This design comes from an exercise in tuning for a short achievable clock period and few clock cycles on the open sky130 flow, not from production work.
Function was checked by simulation only, so behaviour that the tests miss may differ from the original.
Power is estimated from default activity; no workload was simulated.

==> design/flow/flow/run.sh <==
#!/bin/bash
# The standard layout (standard.sh: the standard flow's synthesis and ORFS flow) with two changes
# to how the layout is made; the SDC and everything else are unchanged:
# - a larger setup repair margin, so that repair_timing works towards a shorter
#   period than the 12 ns constraint needs;
# - every input and output port is still buffered, but with buf_4 instead of the
#   slow delay buffer that buffer_ports picks by default.
set -euo pipefail
export BUFFER_PORTS_ARGS="-buffer_cell sky130_fd_sc_hd__buf_4"
bash standard.sh SETUP_SLACK_MARGIN=8 finish > standard_flow.log 2>&1
==> design/flow/standard.sh <==
#!/bin/bash
# synth_recipe.tcl (not shown) runs the flow's synth.tcl, then flattens the netlist and writes it again
# the make line also repeats each setting of config.mk as NAME=value (left out here)
make -C /OpenROAD-flow-scripts/flow DESIGN_CONFIG=/design/flow/config.mk WORK_HOME=/design/flow/orfs CLKGATE_MAP_FILE= SYNTH_SCRIPT=/design/flow/synth_recipe.tcl "${@:-finish}"
==> design/flow/config.mk <==
export PLATFORM = sky130hd
export DESIGN_NAME = pipelined
export DESIGN_NICKNAME = pipelined
export VERILOG_FILES = /design/flow/design.v
export SDC_FILE = /design/flow/constraint.sdc
export NUM_CORES = 4
export LEC_CHECK = 0
export ABC_CLOCK_PERIOD_IN_PS = 4000
export CAP_MARGIN = 20
export CELL_PAD_IN_SITES_DETAIL_PLACEMENT = 1
export CELL_PAD_IN_SITES_GLOBAL_PLACEMENT = 2
export CORE_MARGIN = 2
export CORE_UTILIZATION = 30
export PLACE_DENSITY = 0.45
export SLEW_MARGIN = 20
export TNS_END_PERCENT = 100
==> design/flow/constraint.sdc <==
create_clock -name core_clock -period 12.0 [get_ports {clk_i}]
set_input_delay 2.4000 -clock core_clock [delete_from_list [all_inputs] [get_ports {clk_i}]]
set_output_delay 2.4000 -clock core_clock [all_outputs]
set_load 0.01 [all_outputs]
==> design/flow/design.v <==
module pipelined (
  input         clk_i, rst_ni,
  output [31:0] imem_addr_o ,
  input  [31:0] imem_rdata_i,
  output [31:0] dmem_addr_o ,
  output [31:0] dmem_wdata_o,
  output [ 3:0] dmem_be_o   ,
  output        dmem_we_o   ,
  input  [31:0] dmem_rdata_i
);
  localparam int NB = 32;    
  localparam int NR = 4;     
  logic [31:0] pc_q;
  logic [31:0] pc_o;                  
  logic [31:0] pc_c;                  
  logic        d_valid;
  logic [31:0] d_pc, d_inst;
  logic [31:0] d_rs1oh, d_rs2oh;      
  logic        d_pt;                  
  logic        d_hit;                 
  logic        d_jb;                  
  logic        stall_q;               
  logic [31:0] d_bimm;                
  logic [31:0] d_ptgt;                
  logic        e_valid;
  logic [31:0] e_a, e_b, e_s;         
  logic        e_sl;                  
  logic [ 4:0] e_rd;
  logic        e_we, e_load, e_store, e_br, e_jal, e_jalr, e_call, e_ret;
  logic [ 2:0] e_f3;
  logic        e_sub, e_sra, e_ltu;
  logic        e_r_add, e_r_lt, e_r_xor, e_r_or, e_r_and, e_r_sll, e_r_sr, e_r_link;
  logic        e_pt;
  logic        e_beq, e_blt, e_binv;  
  logic [31:0] e_alt;                 
  logic [31:0] e_exp;                 
  logic [31:0] e_link, e_bt, e_pc;
  logic        m_valid, m_we, m_load, m_store;
  logic [ 4:0] m_rd;
  logic [ 2:0] m_f3;
  logic [31:0] m_res;
  logic [31:0] m_addr;                
  logic [31:0] m_wdata;
  logic [ 3:0] m_be;
  logic        m_redir;               
  logic [31:0] m_tgt;
  logic        u_valid, u_taken, u_cond, u_call, u_ret;
  logic [31:0] u_pc, u_tgt, u_link;
  logic [31:0][31:0] rf;
  logic [NB-1:0]            bt_v, bt_cond, bt_ret;
  logic [NB-1:0]            bt_p;     
  logic [NB-1:0][10:0]      bt_tag, bt_tgt;
  logic [NB-1:0][4:0]       bt_h;
  logic [NB-1:0][31:0][1:0] bt_c;
  logic [NB-1:0]            bt_poh;    
  logic [NR-1:0][10:0]      ras;
  logic          pc_ok;
  logic [NB-1:0] hit, take;
  logic          p_taken;
  logic [10:0]   p_tgt;
  logic [31:0]   pc_plus4, p_next;
  assign imem_addr_o = pc_o;
  assign pc_ok       = (pc_c[31:13] == 19'd0) & (pc_c[1:0] == 2'd0);
  always_comb begin
    p_tgt = '0;
    for (int e = 0; e < NB; e++) begin
      hit[e]  = bt_v[e] & (bt_tag[e] == pc_c[12:2]) & pc_ok;
      take[e] = hit[e] & bt_p[e];
      p_tgt   = p_tgt | ({11{take[e]}} & (bt_ret[e] ? ras[0] : bt_tgt[e]));
    end
  end
  assign p_taken  = |take;
  assign pc_plus4 = pc_q + 32'd4;
  assign p_next   = {pc_plus4[31:14],
                     pc_plus4[13] & ~p_taken,
                     p_tgt | ({11{~p_taken}} & pc_plus4[12:2]),
                     pc_plus4[1:0]};
  wire [4:0] op  = d_inst[6:2];
  wire [2:0] f3  = d_inst[14:12];
  wire       f7b = d_inst[30];
  wire [4:0] rd  = d_inst[11:7];
  wire [4:0] rs1 = d_inst[19:15];
  wire [4:0] rs2 = d_inst[24:20];
  wire is_lui   = (op == 5'b01101);
  wire is_auipc = (op == 5'b00101);
  wire is_jal   = (op == 5'b11011);
  wire is_jalr  = (op == 5'b11001);
  wire is_br    = (op == 5'b11000);
  wire is_load  = (op == 5'b00000);
  wire is_store = (op == 5'b01000);
  wire is_opimm = (op == 5'b00100);
  wire is_op    = (op == 5'b01100);
  wire writes   = is_lui | is_auipc | is_jal | is_jalr | is_load | is_opimm | is_op;
  wire d_we     = writes & (rd != 5'd0);
  wire uses_rs1 = is_jalr | is_br | is_load | is_store | is_opimm | is_op;
  wire uses_rs2 = is_br | is_store | is_op;
  wire use_imm  = ~(is_op | is_br);
  wire [31:0] imm_i = {{20{d_inst[31]}}, d_inst[31:20]};
  wire [31:0] imm_s = {{20{d_inst[31]}}, d_inst[31:25], d_inst[11:7]};
  wire [31:0] imm_u = {d_inst[31:12], 12'd0};
  logic [31:0] imm;
  always_comb begin
    if (is_store)              imm = imm_s;
    else if (is_lui | is_auipc) imm = imm_u;
    else                       imm = imm_i;
  end
  wire [31:0] d_bt   = d_pc + d_bimm;
  wire [31:0] d_link = d_pc + 32'd4;
  wire [31:0] d_exp  = d_ptgt - imm_i;
  logic [31:0] ld_data, wb_res;
  wire         w_en = m_we;
  logic        x_we;
  logic [4:0]  x_rd;
  logic [31:0] x_res;
  wire  [31:0] x_sel = 32'd1 << x_rd;
  logic [31:0] rf1, rf2;
  always_comb begin
    rf1 = 32'd0;
    rf2 = 32'd0;
    for (int i = 1; i < 32; i++) begin
      rf1 = rf1 | ({32{d_rs1oh[i]}} & rf[i]);
      rf2 = rf2 | ({32{d_rs2oh[i]}} & rf[i]);
    end
  end
  logic        s_e1, s_e2, s_m1, s_m2, s_x1, s_x2;
  wire  [31:0] rf1x = s_x1 ? x_res : rf1;
  wire  [31:0] rf2x = s_x2 ? x_res : rf2;
  wire  [31:0] rv1  = s_m1 ? wb_res : rf1x;
  wire  [31:0] rv2  = s_m2 ? wb_res : rf2x;
  wire         fwd1 = s_e1;
  wire         fwd2 = s_e2;
  wire stall  = stall_q & d_valid & e_valid;
  wire [4:0] f_op       = imem_rdata_i[6:2];
  wire       f_uses_rs1 = (f_op == 5'b11001) | (f_op == 5'b11000) | (f_op == 5'b00000) |
                          (f_op == 5'b01000) | (f_op == 5'b00100) | (f_op == 5'b01100);
  wire       f_uses_rs2 = (f_op == 5'b11000) | (f_op == 5'b01100);
  wire       f_jb       = (f_op == 5'b11011) | ((f_op == 5'b11000) & imem_rdata_i[31]);
  wire [31:0] f_bimm    = (f_op == 5'b11011) ?
      {{11{imem_rdata_i[31]}}, imem_rdata_i[31], imem_rdata_i[19:12], imem_rdata_i[20], imem_rdata_i[30:21], 1'b0} :
      {{19{imem_rdata_i[31]}}, imem_rdata_i[31], imem_rdata_i[7], imem_rdata_i[30:25], imem_rdata_i[11:8], 1'b0};
  wire [4:0] n_rs1      = stall ? rs1 : imem_rdata_i[19:15];
  wire [4:0] n_rs2      = stall ? rs2 : imem_rdata_i[24:20];
  wire       stall_n    = ~stall & d_valid & is_load & d_we &
                          ((f_uses_rs1 & (imem_rdata_i[19:15] == rd)) |
                           (f_uses_rs2 & (imem_rdata_i[24:20] == rd)));
  wire id_redirect = d_valid & ~stall & ~d_hit & d_jb;
  wire        f_ret   = (imem_rdata_i[6:0] == 7'b1100111) & (imem_rdata_i[11:7] == 5'd0) &
                        (imem_rdata_i[19:15] == 5'd1);
  wire [31:0] p_next2 = f_ret ? {19'd0, ras[0], 2'd0} : p_next;
  wire d_call = (is_jal | is_jalr) & (rd == 5'd1);
  wire d_ret  = is_jalr & (rd == 5'd0) & (rs1 == 5'd1);
  wire [31:0] A = e_a;
  wire [31:0] B = e_b;
  wire [31:0] S = e_sl ? wb_res : e_s;
  wire [31:0] sum = A + (e_sub ? ~B : B) + {31'd0, e_sub};
  wire        eq  = (A == B);
  wire        lt  = ({A[31] ^ ~e_ltu, A[30:0]} < {B[31] ^ ~e_ltu, B[30:0]});
  wire [31:0] sll = A << B[4:0];
  wire [31:0] sr  = (A >> B[4:0]) | ({32{e_sra & A[31]}} & ~(32'hFFFFFFFF >> B[4:0]));
  wire [31:0] res = ({32{e_r_add }} & sum)
                  | ({32{e_r_lt  }} & {31'd0, lt})
                  | ({32{e_r_xor }} & (A ^ B))
                  | ({32{e_r_or  }} & (A | B))
                  | ({32{e_r_and }} & (A & B))
                  | ({32{e_r_sll }} & sll)
                  | ({32{e_r_sr  }} & sr)
                  | ({32{e_r_link}} & e_link);
  wire taken       = e_f3[2] ? (lt ^ e_f3[0]) : (eq ^ e_f3[0]);
  wire ex_redirect = e_valid & ((e_beq & (eq ^ e_binv)) | (e_blt & (lt ^ e_binv)));
  wire jalr_miss   = e_valid & e_jalr & (~e_pt | (A != e_exp));
  wire ex_flush    = ex_redirect | jalr_miss;
  logic [3:0]  be;
  logic [31:0] wdata;
  always_comb begin
    case (e_f3[1:0])
      2'b00:   begin wdata = {4{S[7:0]}};  be = 4'b0001 << sum[1:0]; end
      2'b01:   begin wdata = {2{S[15:0]}}; be = sum[1] ? 4'b1100 : 4'b0011; end
      default: begin wdata = S;            be = 4'b1111; end
    endcase
  end
  assign dmem_addr_o  = m_addr;
  assign dmem_wdata_o = m_wdata;
  assign dmem_be_o    = m_be;
  assign dmem_we_o    = m_store;
  wire [31:0] lane = dmem_rdata_i >> {m_res[1:0], 3'b000};
  always_comb begin
    case (m_f3)
      3'b000:  ld_data = {{24{lane[7]}}, lane[7:0]};
      3'b001:  ld_data = {{16{lane[15]}}, lane[15:0]};
      3'b100:  ld_data = {24'd0, lane[7:0]};
      3'b101:  ld_data = {16'd0, lane[15:0]};
      default: ld_data = lane;
    endcase
  end
  assign wb_res = m_load ? ld_data : m_res;
  wire s_m  = m_redir;
  wire s_id = id_redirect & ~m_redir;
  wire s_st = stall & ~m_redir;
  wire s_p  = ~(m_redir | id_redirect | stall);
  wire [31:0] npc_move = ({32{s_m}} & m_tgt) | ({32{s_id}} & d_bt) | ({32{s_p}} & p_next2);
  wire [31:0] npc   = ex_redirect ? e_alt : (npc_move | ({32{s_st}} & pc_q));
  wire [31:0] npc_c = ex_redirect ? e_alt : (npc_move | ({32{s_st}} & pc_c));
  always_ff @(posedge clk_i or negedge rst_ni) begin
    if (~rst_ni) pc_q <= 32'd0;
    else         pc_q <= npc;
  end
  always_ff @(posedge clk_i) begin
    pc_c <= rst_ni ? npc_c : 32'd0;
    pc_o <= rst_ni ? npc   : 32'd0;
  end
  wire kill_d = m_redir | ex_flush | id_redirect;
  wire kill_e = m_redir | ex_flush | stall;
  always_ff @(posedge clk_i or negedge rst_ni) begin
    if (~rst_ni) begin
      d_valid <= 1'b0;
      e_valid <= 1'b0;
      m_valid <= 1'b0;
      m_we    <= 1'b0;
      m_redir <= 1'b0;
      u_valid <= 1'b0;
      stall_q <= 1'b0;
      s_e1    <= 1'b0;
      s_e2    <= 1'b0;
      s_m1    <= 1'b0;
      s_m2    <= 1'b0;
      s_x1    <= 1'b0;
      s_x2    <= 1'b0;
    end else begin
      stall_q <= stall_n;
      s_e1    <= d_valid & ~stall & d_we & (rd == n_rs1);
      s_e2    <= d_valid & ~stall & d_we & (rd == n_rs2);
      s_m1    <= e_valid & e_we & (e_rd == n_rs1);
      s_m2    <= e_valid & e_we & (e_rd == n_rs2);
      s_x1    <= m_we & (m_rd == n_rs1);
      s_x2    <= m_we & (m_rd == n_rs2);
      if (kill_d)      d_valid <= 1'b0;
      else if (~stall) d_valid <= 1'b1;
      e_valid <= d_valid & ~kill_e;
      m_valid <= e_valid;
      m_we    <= e_valid & e_we;
      m_redir <= jalr_miss;
      u_valid <= e_valid & (e_br | e_jal | e_jalr);
    end
  end
  always_ff @(posedge clk_i) begin
    if (~stall) begin
      d_pc   <= pc_q;
      d_inst <= imem_rdata_i;
      d_pt   <= p_taken | f_ret;
      d_hit  <= |hit;
      d_jb   <= f_jb;
      d_bimm <= f_bimm;
      d_ptgt <= {19'd0, f_ret ? ras[0] : p_tgt, 2'd0};
    end
    d_rs1oh  <= (32'd1 << n_rs1) & ~32'd1;
    d_rs2oh  <= (32'd1 << n_rs2) & ~32'd1;
    e_a      <= (fwd1 & uses_rs1) ? res :
                (s_m1 & ~is_lui & ~is_auipc) ? wb_res :
                is_lui ? 32'd0 : is_auipc ? d_pc : rf1x;
    e_b      <= (fwd2 & ~use_imm) ? res :
                (s_m2 & ~use_imm) ? wb_res :
                use_imm ? imm : rf2x;
    e_s      <= fwd2 ? res : rv2;
    e_sl     <= fwd2 & e_load;
    e_rd     <= rd;
    e_we     <= d_we;
    e_load   <= is_load;
    e_store  <= is_store;
    e_br     <= is_br;
    e_jal    <= is_jal;
    e_jalr   <= is_jalr;
    e_call   <= d_call;
    e_ret    <= d_ret;
    e_f3     <= f3;
    e_sub    <= is_op & (f3 == 3'b000) & f7b;
    e_sra    <= f7b;
    e_ltu    <= (is_op | is_opimm) ? f3[0] : f3[1];
    e_r_add  <= ((is_op | is_opimm) & (f3 == 3'b000)) | is_load | is_store | is_lui | is_auipc;
    e_r_lt   <= (is_op | is_opimm) & (f3[2:1] == 2'b01);
    e_r_xor  <= (is_op | is_opimm) & (f3 == 3'b100);
    e_r_or   <= (is_op | is_opimm) & (f3 == 3'b110);
    e_r_and  <= (is_op | is_opimm) & (f3 == 3'b111);
    e_r_sll  <= (is_op | is_opimm) & (f3 == 3'b001);
    e_r_sr   <= (is_op | is_opimm) & (f3 == 3'b101);
    e_r_link <= is_jal | is_jalr;
    e_pt     <= d_pt | id_redirect;
    e_beq    <= is_br & ~f3[2];
    e_blt    <= is_br & f3[2];
    e_binv   <= f3[0] ^ (d_pt | id_redirect);
    e_alt    <= (d_pt | id_redirect) ? d_link : d_bt;
    e_exp    <= d_exp;
    e_link   <= d_link;
    e_bt     <= d_bt;
    e_pc     <= d_pc;
    m_rd     <= e_rd;
    m_load   <= e_load;
    m_f3     <= e_f3;
    m_store  <= rst_ni & e_valid & e_store;    
    m_res    <= res;
    m_addr   <= sum;
    m_wdata  <= wdata;
    m_be     <= be;
    if (e_jalr) m_tgt <= sum;
    u_taken  <= e_br ? taken : 1'b1;
    u_cond   <= e_br;
    u_call   <= e_call;
    u_ret    <= e_ret;
    u_pc     <= e_pc;
    u_tgt    <= e_jalr ? sum : e_bt;
    u_link   <= e_link;
  end
  always_ff @(posedge clk_i or negedge rst_ni) begin
    if (~rst_ni) x_we <= 1'b0;
    else         x_we <= w_en;
  end
  always_ff @(posedge clk_i) begin
    x_rd  <= m_rd;
    x_res <= wb_res;
  end
  always_ff @(posedge clk_i or negedge rst_ni) begin
    if (~rst_ni) begin
      for (int i = 0; i < 32; i++) rf[i] <= (i == 2) ? 32'h800 : 32'd0;
    end else begin
      for (int i = 1; i < 32; i++)
        if (x_we & x_sel[i]) rf[i] <= x_res;
    end
  end
  wire          u_pc_ok  = (u_pc[31:13] == 19'd0);
  wire          u_tgt_ok = (u_tgt[31:13] == 19'd0) & (u_tgt[1:0] == 2'd0);
  logic [NB-1:0] um;
  always_comb
    for (int e = 0; e < NB; e++)
      um[e] = bt_v[e] & (bt_tag[e] == u_pc[12:2]) & u_pc_ok;
  logic          w_valid, w_taken, w_cond, w_ret, w_tgt_ok;
  logic [10:0]   w_pc, w_tgt;
  logic [NB-1:0] w_m;
  logic          w_any;                 
  wire           w_alloc = w_valid & ~w_any & w_taken & w_tgt_ok;
  wire [NB-1:0]  w_new   = w_alloc ? bt_poh : '0;
  wire           u_same  = w_alloc & (w_pc == u_pc[12:2]) & u_pc_ok;
  always_ff @(posedge clk_i or negedge rst_ni) begin
    if (~rst_ni) w_valid <= 1'b0;
    else         w_valid <= u_valid & u_pc_ok;
  end
  always_ff @(posedge clk_i) begin
    w_taken  <= u_taken;
    w_cond   <= u_cond;
    w_ret    <= u_ret;
    w_tgt_ok <= u_tgt_ok;
    w_pc     <= u_pc[12:2];
    w_tgt    <= u_tgt[12:2];
    w_m      <= u_same ? w_new : (um & ~w_new);
    w_any    <= u_same | (|(um & ~w_new));
  end
  logic [NB-1:0][31:0][1:0] c_next;
  logic [NB-1:0]            p_next_e;
  always_comb
    for (int e = 0; e < NB; e++) begin
      p_next_e[e] = 1'b0;
      for (int k = 0; k < 32; k++) begin
        c_next[e][k] = bt_c[e][k];
        if (bt_h[e] == k) begin
          if (w_taken & (bt_c[e][k] != 2'b11))  c_next[e][k] = bt_c[e][k] + 2'b01;
          if (~w_taken & (bt_c[e][k] != 2'b00)) c_next[e][k] = bt_c[e][k] - 2'b01;
        end
      end
      for (int k = 0; k < 32; k++)
        if ({bt_h[e][3:0], w_taken} == k) p_next_e[e] = c_next[e][k][1];
    end
  always_ff @(posedge clk_i or negedge rst_ni) begin
    if (~rst_ni) begin
      bt_v   <= '0;
      bt_poh <= {{(NB-1){1'b0}}, 1'b1};
      ras    <= '0;
    end else begin
      if (w_alloc) bt_poh <= {bt_poh[NB-2:0], bt_poh[NB-1]};
      bt_v <= bt_v | w_new;
      for (int e = 0; e < NB; e++)
        if (w_valid & w_m[e] & w_taken & ~w_tgt_ok) bt_v[e] <= 1'b0;
      if (u_valid) begin
        if (u_ret & u_call)  ras[0] <= u_link[12:2];
        else if (u_call)     ras    <= {ras[NR-2:0], u_link[12:2]};
        else if (u_ret)      ras    <= {11'd0, ras[NR-1:1]};
      end
    end
  end
  always_ff @(posedge clk_i) begin
    for (int e = 0; e < NB; e++) begin
      if (w_new[e]) begin
        bt_tag[e]  <= w_pc;
        bt_tgt[e]  <= w_tgt;
        bt_cond[e] <= w_cond;
        bt_ret[e]  <= w_ret;
        bt_h[e]    <= 5'd1;
        bt_c[e]    <= {32{2'b10}};
        bt_p[e]    <= 1'b1;
      end else if (w_valid & w_m[e]) begin
        if (w_taken & w_tgt_ok) bt_tgt[e] <= w_tgt;
        if (w_cond) begin
          bt_h[e] <= {bt_h[e][3:0], w_taken};
          bt_p[e] <= p_next_e[e];
          bt_c[e] <= c_next[e];
        end
      end
    end
  end
endmodule
==> results of run 1 <==
-- cell type report --
type,count,area [sq um]
fillers,117000,673000
multi-input cells,25600,180000
flip-flops and latches,4919,113000
clock buffers,1015,20200
well taps,13700,17100
repair buffers,1202,11100
inverters,2527,9540
clock inverters,227,2570
diodes,29,72.6
repair inverters,1,5.00
-- per-stage QoR --
| step | cells | hold slack [ps] |
|---|---|---|
| final | 49200 | 300 |
| after global routing | 49100 | 312 |
| after CTS | 49100 | 303 |
| after detailed placement | 47800 | 313 |
| after global placement | 47800 | 311 |
| after floorplan | 35400 | 310 |
-- path summary, 6_finish.rpt --
kind / to / slack (ps) / cells past startpoint
worst max-delay path: imem_addr_o[2] / 7870 / 1
worst min-delay path: u_pc[5] / 300 / 0
worst max register to register: e_b[4] / 7920 / 10
worst min register to register: u_pc[5] / 300 / 0
max in group asynchronous: rf[73] / 8420 / 3
min in group asynchronous: rf[301] / 1160 / 1
-- sequential cells by signal (all words and copies together) (netlist names), 44 cells and up --
name,cells
bt_tag,352
ras,44
bt_tgt,352
rf,992
bt_c,2048
bt_h,160
-- metal layers --
layer  GRT usage  share of wire  vias to the layer above
li1            -              -                   127000
met1       0.351           0.46                   142000
met2       0.428           0.46                     6444
met3      0.0340          0.046                     2219
met4      0.0954          0.042                       20
met5           0       0.000099                        -
-- logic make-up after synthesis --
logic type / share of synthesized area
xor gates and xnor gates: 0.0539
and+or+nand+nor: 0.163
muxes: 0.0840
AOI/OAI and AO/OA: 0.184
DFF: 0.365
buffers and inverters: 0.0604
adders and majority gates: 0.0900
-- cells in the final DEF (no fill, tap or decap), drive strengths merged, types with 478 or more instances in the layout --
master / instances
nor2: 3274
dfxtp: 2916
nand2: 2652
inv: 2530
ha: 2221
a21oi: 2051
xnor2: 1825
o21ai: 1495
buf: 1182
mux2: 1168
dfrtp: 1144
mux2i: 1142
nand3: 1078
clkbuf: 1027
nor3: 860
edfxtp: 857
a221oi: 661
a22oi: 644
a211oi: 623
nand4: 582
nor2b: 491
o211ai: 488
nor4: 478
-- what timing repair did --
action,CTS,global route
pin swaps,7,18
gates cloned,9,11
gates resized for setup,490,138
setup buffers,72,29
setup endpoints to repair,2577,303
-- where the power goes --
group          switching (mW)  internal [mW]
clock                    8.71           12.5
sequential               1.66           18.2
combinational            4.23           2.35
==> metrics.log, run 1 <==
[metrics] outcome: no timing/DRC/antenna violations
[metrics] maximum level of the CTS H-tree: 6
[metrics] Peak VDD IR: 0.129 mV
[metrics] Crit path buffers/inverters: 1
[metrics] maximum fanout encountered on the critical timing path: 1
[metrics] final RePlAce weighted congestion: 0.862
[metrics] Die Ht: 1020 um
[metrics] placeable core region: 1030000 sq um
[metrics] count of final setup violators: 0
[metrics] Net Count, Synth: 37700
[metrics] count of flip-flops with a built-in enable after synthesis: 857
[metrics] register clock-pin slew on the reported worst setup and hold paths: 70 ps
[metrics] grt total ovfl: 0
[metrics] count of final hold-check violations: 0
[metrics] area share of the largest cell type after synthesis: 0.189
[metrics] number of distinct library cells after synthesis: 101
[metrics] relative max-transition margin: 0.127
[metrics] post-route ant nets: 0
[metrics] Avg WL per Cell: 28.7 um
[metrics] launch point of the worst hold path: e_pc[5]
[metrics] CTS tree: yes
[metrics] master cell of the clock root buffer: sky130_fd_sc_hd__clkbuf_16
[metrics] worst endpoint data arrival time: 1730 ps
[metrics] flip-flop and latch count after synthesis: 4919
[metrics] largest net degree at the start of global routing: 161
[metrics] Total Routed Length: 1410000 um
[metrics] Final Worst Setup Slack: 7870 ps
[metrics] number of I/O port buffers: 166
[metrics] TritonCTS buffer count: 678
[metrics] instance area at placement: 327000 sq um
[metrics] Synth area leaders: sky130_fd_sc_hd__dfxtp_1, sky130_fd_sc_hd__dfrtp_1, sky130_fd_sc_hd__ha_1
[metrics] YS warnings: 1
[metrics] master of the slowest instance on the critical path: sky130_fd_sc_hd__dfxtp_4
[metrics] post-route clock skew: 94.8 ps
[metrics] beginning of the critical path: pc_o[2]
[metrics] Area growth, synth to finish: 14.4%
[metrics] clock latency on the worst-skew pair: 1180 ps
[metrics] post-route fraction of the period consumed by the critical path: 0.344
[metrics] Cells after Synth: 35400
[metrics] Max Fclk: 242 MHz
[metrics] full die area: 1040000 sq um
[metrics] I/O pin count: 167
[metrics] min-delay worst type: flip-flop to flip-flop
[metrics] initial DRC count: 18900
[metrics] max-slew violations: 0
[metrics] Sinks on Clock Net: 4919
[metrics] number of standard-cell rows in the floorplan: 372
[metrics] ratio of total power to cell area: 135 nW/um^2
[metrics] cell type group with the largest total delay on the critical path: flip-flops
[metrics] ratio of cells with drive above 1 in the final layout: 0.120
[metrics] sequence of cells on the critical path: buf_6
[metrics] worst slack after detailed placement: 5800 ps
[metrics] post-synthesis sequential area ratio: 0.365
[metrics] kind of end point of the critical path: output pin
[metrics] synth cell count leaders: sky130_fd_sc_hd__nor2_1, sky130_fd_sc_hd__dfxtp_1, sky130_fd_sc_hd__nand2_1
[metrics] x dimension of the die: 1020 um
[metrics] WP data required: 9600 ps
[metrics] Worst-Margin Slew: 1300 ps
[metrics] number of hold buffers added after cts: 0
[metrics] mean instance size in the synthesized netlist: 8.74 sq um
[metrics] via density per instance: 5.63
[metrics] DR vias: 277000
[metrics] number of global-route vias before repair: 284000
[metrics] first-pass GRT wire length: 2040000 um
[metrics] startpoint type of the worst setup path: flip-flop
[metrics] unrepaired setup endpoints after global routing: true
[metrics] Layout Nets: 37200
[metrics] post-route cell area: 354000 sq um
[metrics] largest incremental delay on the critical path: 410 ps
[metrics] Finished Core Util: 0.344
[metrics] antenna violations before repair: 84
[metrics] max-cap viol count: 0
[metrics] number of buffers on the longest clock path: 5
[metrics] flip-flop cell with the highest count after synthesis: sky130_fd_sc_hd__dfxtp_1
[metrics] global router's overall resource usage: 0.261
[metrics] Async SR Flop Fraction: 0.233
[metrics] final critical path time including I/O delays and setup: 4130 ps
[metrics] leakage power total: 143 nW
[metrics] effective utilization at floorplan: 0.301
[metrics] leading area contributor after synthesis: sky130_fd_sc_hd__dfxtp_1
[metrics] summed instance area of the synthesized netlist: 309000 sq um
[metrics] worst r2r src: d_rs2oh[29]
[metrics] Pre-Repair DR Iteration Count: 8
[metrics] number of design rule violations left after detail routing: 0
[metrics] dpl hpwl: 924000 um
[metrics] total power consumption of the routed design: 47.7 mW
[metrics] WS Path Type: flip-flop to output pin
[metrics] sum of negative setup slack: 0 ps
[metrics] top-count cell post-synth: sky130_fd_sc_hd__nor2_1
Testbench counts, summed over its fixed seeds: cycles 236,218.
==> inputs of run 2 (changes only) <==
--- a/design/flow/design.v
+++ b/design/flow/design.v
@@ -51,6 +51,6 @@
   logic [NB-1:0]            bt_p;     
   logic [NB-1:0][10:0]      bt_tag, bt_tgt;
-  logic [NB-1:0][4:0]       bt_h;
-  logic [NB-1:0][31:0][1:0] bt_c;
+  logic [NB-1:0][3:0]       bt_h;
+  logic [NB-1:0][15:0][1:0] bt_c;
   logic [NB-1:0]            bt_poh;    
   logic [NR-1:0][10:0]      ras;
@@ -353,10 +353,10 @@
     w_any    <= u_same | (|(um & ~w_new));
   end
-  logic [NB-1:0][31:0][1:0] c_next;
+  logic [NB-1:0][15:0][1:0] c_next;
   logic [NB-1:0]            p_next_e;
   always_comb
     for (int e = 0; e < NB; e++) begin
       p_next_e[e] = 1'b0;
-      for (int k = 0; k < 32; k++) begin
+      for (int k = 0; k < 16; k++) begin
         c_next[e][k] = bt_c[e][k];
         if (bt_h[e] == k) begin
@@ -365,6 +365,6 @@
         end
       end
-      for (int k = 0; k < 32; k++)
-        if ({bt_h[e][3:0], w_taken} == k) p_next_e[e] = c_next[e][k][1];
+      for (int k = 0; k < 16; k++)
+        if ({bt_h[e][2:0], w_taken} == k) p_next_e[e] = c_next[e][k][1];
     end
   always_ff @(posedge clk_i or negedge rst_ni) begin
@@ -392,11 +392,11 @@
         bt_cond[e] <= w_cond;
         bt_ret[e]  <= w_ret;
-        bt_h[e]    <= 5'd1;
-        bt_c[e]    <= {32{2'b10}};
+        bt_h[e]    <= 4'd1;
+        bt_c[e]    <= {16{2'b10}};
         bt_p[e]    <= 1'b1;
       end else if (w_valid & w_m[e]) begin
         if (w_taken & w_tgt_ok) bt_tgt[e] <= w_tgt;
         if (w_cond) begin
-          bt_h[e] <= {bt_h[e][3:0], w_taken};
+          bt_h[e] <= {bt_h[e][2:0], w_taken};
           bt_p[e] <= p_next_e[e];
           bt_c[e] <= c_next[e];
==> metrics.log, run 2 <==
[metrics] sequence of cells on the critical path: buf_6 (unchanged)
[metrics] min-delay worst type: flip-flop to flip-flop (unchanged)
[metrics] max-cap viol count: 0 (unchanged)
[metrics] top-count cell post-synth: sky130_fd_sc_hd__dfxtp_1 (was sky130_fd_sc_hd__nor2_1)
[metrics] post-route fraction of the period consumed by the critical path: 0.338 (was 0.344)
[metrics] highest-count cells in the layout ignoring fill and taps: sky130_fd_sc_hd__nor2_1, sky130_fd_sc_hd__dfxtp_1, sky130_fd_sc_hd__nand2_1 (unchanged)
[metrics] maximum fanout encountered on the critical timing path: 1 (unchanged)
[metrics] number of distinct library cells after synthesis: 107 (was 101)
[metrics] Area growth, synth to finish: 15.1% (was 14.4%)
[metrics] master of the slowest instance on the critical path: sky130_fd_sc_hd__dfxtp_4 (unchanged)
[metrics] Crit path buffers/inverters: 1 (unchanged)
[metrics] area taken by flip-flops and latches: 92200 sq um (was 113000 sq um)
[metrics] CTS tree: yes (unchanged)
[metrics] count of final hold-check violations: 0 (unchanged)
[metrics] Net Count, Synth: 24100 (was 37700)
[metrics] post-route clock skew: 92.1 ps (was 94.8 ps)
[metrics] mean instance size in the synthesized netlist: 9.58 sq um (was 8.74 sq um)
[metrics] Synth area leaders: sky130_fd_sc_hd__dfxtp_1, sky130_fd_sc_hd__dfrtp_1, sky130_fd_sc_hd__edfxtp_1 (was sky130_fd_sc_hd__dfxtp_1, sky130_fd_sc_hd__dfrtp_1, sky130_fd_sc_hd__ha_1)
[metrics] Avg WL per Cell: 32.4 um (was 28.7 um)
[metrics] initial DRC count: 16200 (was 18900)
[metrics] logic depth of the worst path, buffers included: 1 (unchanged)
[metrics] flip-flop cell with the highest count after synthesis: sky130_fd_sc_hd__dfxtp_1 (unchanged)
[metrics] synth cell count leaders: sky130_fd_sc_hd__dfxtp_1, sky130_fd_sc_hd__nor2_1, sky130_fd_sc_hd__nand2_1 (was sky130_fd_sc_hd__nor2_1, sky130_fd_sc_hd__dfxtp_1, sky130_fd_sc_hd__nand2_1)
[metrics] antenna violations before repair: 79 (was 84)
[metrics] global router's overall resource usage: 0.277 (was 0.261)
[metrics] final critical path time including I/O delays and setup: 4060 ps (was 4130 ps)
[metrics] area share of the largest cell type after synthesis: 0.170 (was 0.189)
[metrics] number of buffers on the longest clock path: 4 (was 5)
[metrics] dpl hpwl: 705000 um (was 924000 um)
[metrics] Total Routed Length: 1060000 um (was 1410000 um)
[metrics] outcome: no timing/DRC/antenna violations (unchanged)
[metrics] placeable core region: 727000 sq um (was 1030000 sq um)
[metrics] number of filler cells placed in the layout: 81100 (was 117000)
[metrics] instance area at placement: 232000 sq um (was 327000 sq um)
[metrics] final RePlAce weighted congestion: 0.927 (was 0.862)
[metrics] relative max-transition margin: 0.109 (was 0.127)
[metrics] cell type group with the largest total delay on the critical path: flip-flops (unchanged)
[metrics] YS warnings: 1 (unchanged)
[metrics] wire length on met3: 64700 um (about the same)
[metrics] number of I/O port buffers: 166 (unchanged)
[metrics] Pre-Repair DR Iteration Count: 6 (was 8)
[metrics] worst endpoint data arrival time: 1660 ps (was 1730 ps)
[metrics] leading area contributor after synthesis: sky130_fd_sc_hd__dfxtp_1 (unchanged)
[metrics] count of flip-flops with a built-in enable after synthesis: 857 (unchanged)
[metrics] ratio of cells with drive above 1 in the final layout: 0.155 (was 0.120)
[metrics] most common cell after layout, fill and taps aside: sky130_fd_sc_hd__nor2_1 (unchanged)
[metrics] count of final setup violators: 0 (unchanged)
[metrics] effective utilization at floorplan: 0.301 (about the same)
[metrics] WP data required: 9600 ps (about the same)
[metrics] master cell of the clock root buffer: sky130_fd_sc_hd__clkbuf_16 (unchanged)
[metrics] Max Fclk: 247 MHz (was 242 MHz)
[metrics] largest register by flop count: bt_c (unchanged)
[metrics] summed instance area of the synthesized netlist: 219000 sq um (was 309000 sq um)
[metrics] largest incremental delay on the critical path: 430 ps (was 410 ps)
[metrics] number of hold buffers added after cts: 0 (unchanged)
[metrics] ratio of total power to cell area: 157 nW/um^2 (was 135 nW/um^2)
[metrics] first-pass GRT wire length: 1490000 um (was 2040000 um)
[metrics] clock latency on the worst-skew pair: 1160 ps (was 1180 ps)
[metrics] post-synthesis sequential area ratio: 0.419 (was 0.365)
[metrics] kind of end point of the critical path: output pin (unchanged)
[metrics] largest net degree at the start of global routing: 149 (was 161)
[metrics] WS Path Type: flip-flop to output pin (unchanged)
[metrics] area of combinational cells with multiple inputs: 117000 sq um (was 180000 sq um)
[metrics] number of design rule violations left after detail routing: 0 (unchanged)
[metrics] post-route ant nets: 0 (unchanged)
[metrics] number of stages on the worst hold path: 0 (unchanged)
[metrics] maximum level of the CTS H-tree: 6 (unchanged)
[metrics] Largest register FFs: 1024 (was 2048)
[metrics] startpoint type of the worst setup path: flip-flop (unchanged)
[metrics] full die area: 736000 sq um (was 1040000 sq um)
[metrics] x dimension of the die: 858 um (was 1020 um)
[metrics] Sinks on Clock Net: 3863 (was 4919)
[metrics] Peak VDD IR: 0.156 mV (was 0.129 mV)
[metrics] detailed-route wire length on metal 1: 480000 um (was 643000 um)
[metrics] post-route cell area: 252000 sq um (was 354000 sq um)
[metrics] Cells after Synth: 22800 (was 35400)
[metrics] Worst-Margin Slew: 1340 ps (was 1300 ps)
[metrics] register clock-pin slew on the reported worst setup and hold paths: 60 ps (was 70 ps)
[metrics] I/O pin count: 167 (unchanged)
[metrics] number of standard-cell rows in the floorplan: 313 (was 372)
[metrics] Worst R2R Path Depth: 10 (unchanged)
[metrics] leakage power total: 102 nW (was 143 nW)
[metrics] uppermost layer routed: met5 (unchanged)
[metrics] flip-flop and latch count after synthesis: 3863 (was 4919)
[metrics] unrepaired setup endpoints after global routing: true (unchanged)
[metrics] DR vias: 187000 (was 277000)
[metrics] grt total ovfl: 0 (unchanged)
[metrics] total met2 wirelength after detailed routing: 468000 um (was 642000 um)
[metrics] largest registers ranked by flip-flop count: bt_c: 1024 flops, rf: 992 flops (was bt_c: 2048 flops, rf: 992 flops)
[metrics] Layout Nets: 23900 (was 37200)
[metrics] TritonCTS buffer count: 523 (was 678)
[metrics] via density per instance: 5.72 (was 5.63)
[metrics] max-slew violations: 0 (unchanged)
[metrics] number of global-route vias before repair: 188000 (was 284000)
[metrics] Async SR Flop Fraction: 0.297 (was 0.233)
[metrics] sum of negative setup slack: 0 ps (unchanged)
[metrics] Die Ht: 858 um (was 1020 um)
## run 2: area by class of cell
class | count | share of cell area
multi-input combinational | 16000 | 0.466
sequential | 3863 | 0.366
clock buffer | 758 | 0.0609
tap | 9607 | 0.0477
timing repair buffer | 810 | 0.0295
inverter | 1426 | 0.0214
clock inverter | 191 | 0.00811
antenna | 26 | 0.000258
## run 2: metal layers
metal  track usage  vias to the layer above
li1              -                    83000
met1         0.385                    96800
met4         0.102                       24
met5      0.000710                        -
met2         0.436                     5827
met3        0.0397                     1690
## run 2: worst paths after layout
kind,startpoint,endpoint,slack [ps]
max,pc_o[4],imem_addr_o[4],7940
min in group asynchronous,rst_ni,pc_q[0],1220
max in group asynchronous,rst_ni,ras[7],8410
max reg2reg,pc_c[11],d_pt,7950
min,e_pc[3],u_pc[3],300
min reg2reg,e_pc[3],u_pc[3],300
## run 2: repair_timing
| action | in CTS | in global routing |
|---|---|---|
| endpoints found under the setup margin | 927 | 300 |
| buffers inserted | 24 | 27 |
| pin swaps | 7 | 17 |
| resized for setup | 404 | 127 |
| gates cloned | 6 | 4 |
## run 2: cell families after synthesis
kind of cell / count (synthesis) / share of synthesized area
AO/OA/AOI/OAI: 5184 / 0.163
XOR/XNOR: 1381 / 0.0553
adder cells (fa/ha/maj): 1199 / 0.0686
buffers and inverters: 2924 / 0.0520
flip-flops: 3863 / 0.419
multiplexers: 1904 / 0.0998
AND/OR/NAND/NOR: 6378 / 0.142
## run 2: power breakdown
group	switching, mW	internal [mW]	leakage, nW
clock	6.69	9.47	8.54
sequential	1.92	14.8	38.9
combinational	4.28	2.36	55.1
## run 2: metrics by stage
step / total power, mW / utilization / cells / hold WS (ps) / worst slack, ps
finish: 39.5 / 0.346 / 32700 / 299 / 7940
CTS: 39.8 / 0.345 / 32700 / 303 / 7730
global route: 40.9 / 0.346 / 32700 / 322 / 7840
global placement: 23.2 / 0.319 / 31700 / 310 / 5960
detailed placement: 23.2 / 0.319 / 31700 / 313 / 6400
floorplan: 19.5 / - / 22800 / 310 / 7640
Testbench counts of run 2, summed over its fixed seeds: cycles 236,680.

==> re-timing with driven ports <==
In the flow no input, the clock included, has a driving cell. The finished layouts below were timed again as built, in two steps. Step 1, drivers: a clkbuf_16 drives clk_i and a buf_2 each remaining input, both assumed. Step 2, shift: input delay + t, output delay - t, t = (earliest + latest rising clock arrival at the registers) / 2. This alone moves slack from input paths to output paths. Three values: no drivers, after step 1, after step 2; two values: the first two.
| run | shift t [ns] | setup WS [ns] | pins driven straight from the clock port |
|---|---|---|---|
| run 1 | 1.298 | 7.873 / 7.715 / 6.768 | 1 |
| run 2 | 1.255 | 7.943 / 7.802 / 6.845 | 1 |
After both steps every run listed still meets setup and hold. For run 1, which loses most, drivers alone change the setup slack by -0.158 ns; drivers and shift together by -1.105 ns.
